Context: an optimization exercise on an open-source flow, tuned for small area. The choices shown serve that exercise and are no tape-out recipe.
In this exercise RTL edits were held to simulation tests only and were not proved equivalent to the original.
Power and IR drop assume default switching activity.

== raven ==
Design top_level, start of the top module:
module top_level (
    clk, rst, seed,
    action, state, next_state, step_o, phase, episode_o, q_cur, q_next
);
Size in the first run: roughly 1,300 flip-flops, roughly 170 I/O pins.
Settings: LEC_CHECK=0, CAP_MARGIN=20, CORE_MARGIN=2, CORE_UTILIZATION=50, CTS_BUF_LIST=sky130_fd_sc_hd__clkbuf_8, CTS_CLUSTER_DIAMETER=80, CTS_CLUSTER_SIZE=15, PLACE_DENSITY=0.6, SLEW_MARGIN=20, SYNTH_HIERARCHICAL=1, SYNTH_MINIMUM_KEEP_SIZE=0; clock period 20.0 ns.
standard.sh (not shown) runs the stock make flow with config.mk's settings and CLKGATE_MAP_FILE= SYNTH_SCRIPT=/design/flow/synth_recipe.tcl, a recipe that flattens the netlist after the stock synthesis.
==> flow/flow/run.sh <==
#!/bin/bash
set -euo pipefail
export BUFFER_PORTS_ARGS="-buffer_cell sky130_fd_sc_hd__buf_1"
export CTS_ARGS="-sink_clustering_enable -repair_clock_nets -dont_use_dummy_load -buf_list sky130_fd_sc_hd__clkbuf_8 -sink_clustering_size 15 -sink_clustering_max_diameter 80"
bash standard.sh > standard.log 2>&1
raven ran to completion and came out clean on the timing, DRC and antenna checks.
#### Input delta (nickel over raven)
- a change of PLACE_DENSITY from 0.6 to 0.75
- a change of CORE_UTILIZATION from 50 to 65
- a change of CTS_CLUSTER_DIAMETER from 80 to 60
- a change of CTS_CLUSTER_SIZE from 15 to 18
==> flow/flow/run.sh <==
#!/bin/bash
set -euo pipefail
export BUFFER_PORTS_ARGS="-buffer_cell sky130_fd_sc_hd__buf_1"
export CTS_ARGS="-sink_clustering_enable -repair_clock_nets -dont_use_dummy_load -buf_list sky130_fd_sc_hd__clkbuf_8 -sink_clustering_size 18 -sink_clustering_max_diameter 60"
bash standard.sh > standard.log 2>&1
Findings:
nickel -> raven: area taken by flip-flops and latches flat. Against raven, wire length reported by the detailed router in nickel fell by a few percent. nickel — highest ir drop seen on vdd about 70% higher, raven as reference. Reported for nickel and raven, adder-cell area share of the yosys netlist turned out identical to the last digit. Diff raven -> nickel | worst path required time | increase of 0.05 ns. Changes observed in nickel relative to raven: post-route worst setup slack fell 0.053 ns; critical path depth fell 1; non-clock buffer total of the final layout fell 5.7%; detail-routed net length per standard cell rose 0.11 µm; post-route clock period utilization rose 0.26 points. Proportion of layout cells with a drive suffix above 1 | nickel below raven.
Edits applied to the flow inputs when going from nickel to yarrow:
- swapping 60 for 80 in CTS_CLUSTER_DIAMETER
- swapping 20 for 12 in SLEW_MARGIN
- swapping 65 for 50 in CORE_UTILIZATION
- swapping 18 for 15 in CTS_CLUSTER_SIZE
- swapping 20 for 12 in CAP_MARGIN
- swapping 0.75 for 0.6 in PLACE_DENSITY
==> flow/flow/run.sh <==
#!/bin/bash
set -euo pipefail
export BUFFER_PORTS_ARGS="-buffer_cell sky130_fd_sc_hd__buf_1"
export CTS_ARGS="-sink_clustering_enable -repair_clock_nets -dont_use_dummy_load -buf_list sky130_fd_sc_hd__clkbuf_8 -sink_clustering_size 15 -sink_clustering_max_diameter 80"
bash standard.sh > standard.log 2>&1
Notes after the runs:
Switching component of the power: yarrow vs nickel up 37 µW. When yarrow is measured against nickel, its area after detailed placement turns out 780 µm² higher. Compared with nickel, yarrow shows a higher internal power. Taking nickel as the reference, in yarrow sequential portion of the cell area moved down, via count of the first global-routing pass moved down, met1 track utilization from global routing moved down, post-placement setup slack moved down. Diff nickel..yarrow | number of maximum-capacitance violations | unchanged. yarrow vs. nickel: wire length of the first global-routing pass now sits higher; ratio of routed vias to standard cells now sits lower; power per cell area now sits at about the same level.
The inputs of fjord differ from those of yarrow as listed below.
- CORE_UTILIZATION: 50 -> 75
- PLACE_DENSITY: 0.6 -> 0.85
- CAP_MARGIN: 12 -> 20
- SLEW_MARGIN: 12 -> 20
Results
Of fjord and yarrow, the run reporting the lower average routed wire per standard cell was yarrow. Cell area | fjord vs yarrow | fjord smaller. Growth of design area from synthesis to finish (lower): fjord. In the metrics for fjord and yarrow, the one carrying the lower number of buffers added by the clock tree synthesis step is fjord. yarrow vs fjord, library cell contributing the largest single delay on the critical path: sky130_fd_sc_hd__or4b_2 vs sky130_fd_sc_hd__a222oi_1. For placed cell count, dividing the value from yarrow by the value from fjord gives 1.08. The ratio of final minimum period to clock period of fjord exceeds that of yarrow by 1.4 points. Post-layout worst setup margin: fjord and yarrow compared, lower one is fjord. Share of final layout cell area taken by non-clock buffers: fjord < yarrow. The area taken by flip-flops and latches on yarrow is in line with that on fjord. fjord against yarrow; number of logic stages on the critical path including buffering is down by a few percent.

re-timing with driven ports:
Ports are ideal in the flow. The routed layouts listed here were re-timed in OpenROAD.
Step 1 (the two cells are an assumption about what drives the block):
set clk [get_ports {clk}]
set_driving_cell -lib_cell sky130_fd_sc_hd__clkbuf_16 $clk
set_driving_cell -lib_cell sky130_fd_sc_hd__buf_2 [delete_from_list [all_inputs] $clk]
Step 2, shift: input delay + t, output delay - t, t = (earliest + latest rising clock arrival at the registers) / 2. This alone moves slack from input paths to output paths.
a / b / c = no drivers / after step 1 / after step 2; a / b = the first two.
run | shift t [ns] | setup slack, ns | hold slack, ns | latest minus earliest clock arrival (ns) | pins driven straight from the clock port
raven | 0.885 | 1.595 / 1.595 / 1.595 | 0.252 / 0.252 / 0.252 | 0.119 / 0.120 | 1
nickel | 0.869 | 1.542 / 1.542 / 1.542 | 0.165 / 0.165 / 0.165 | 0.166 / 0.167 | 1
yarrow | 0.909 | 1.487 / 1.487 / 1.487 | 0.249 / 0.249 / 0.249 | 0.096 / 0.096 | 1
fjord | 0.860 | 1.205 / 1.205 / 1.205 | 0.288 / 0.288 / 0.288 | 0.074 / 0.074 | 1
After both steps every run listed still meets setup and hold.
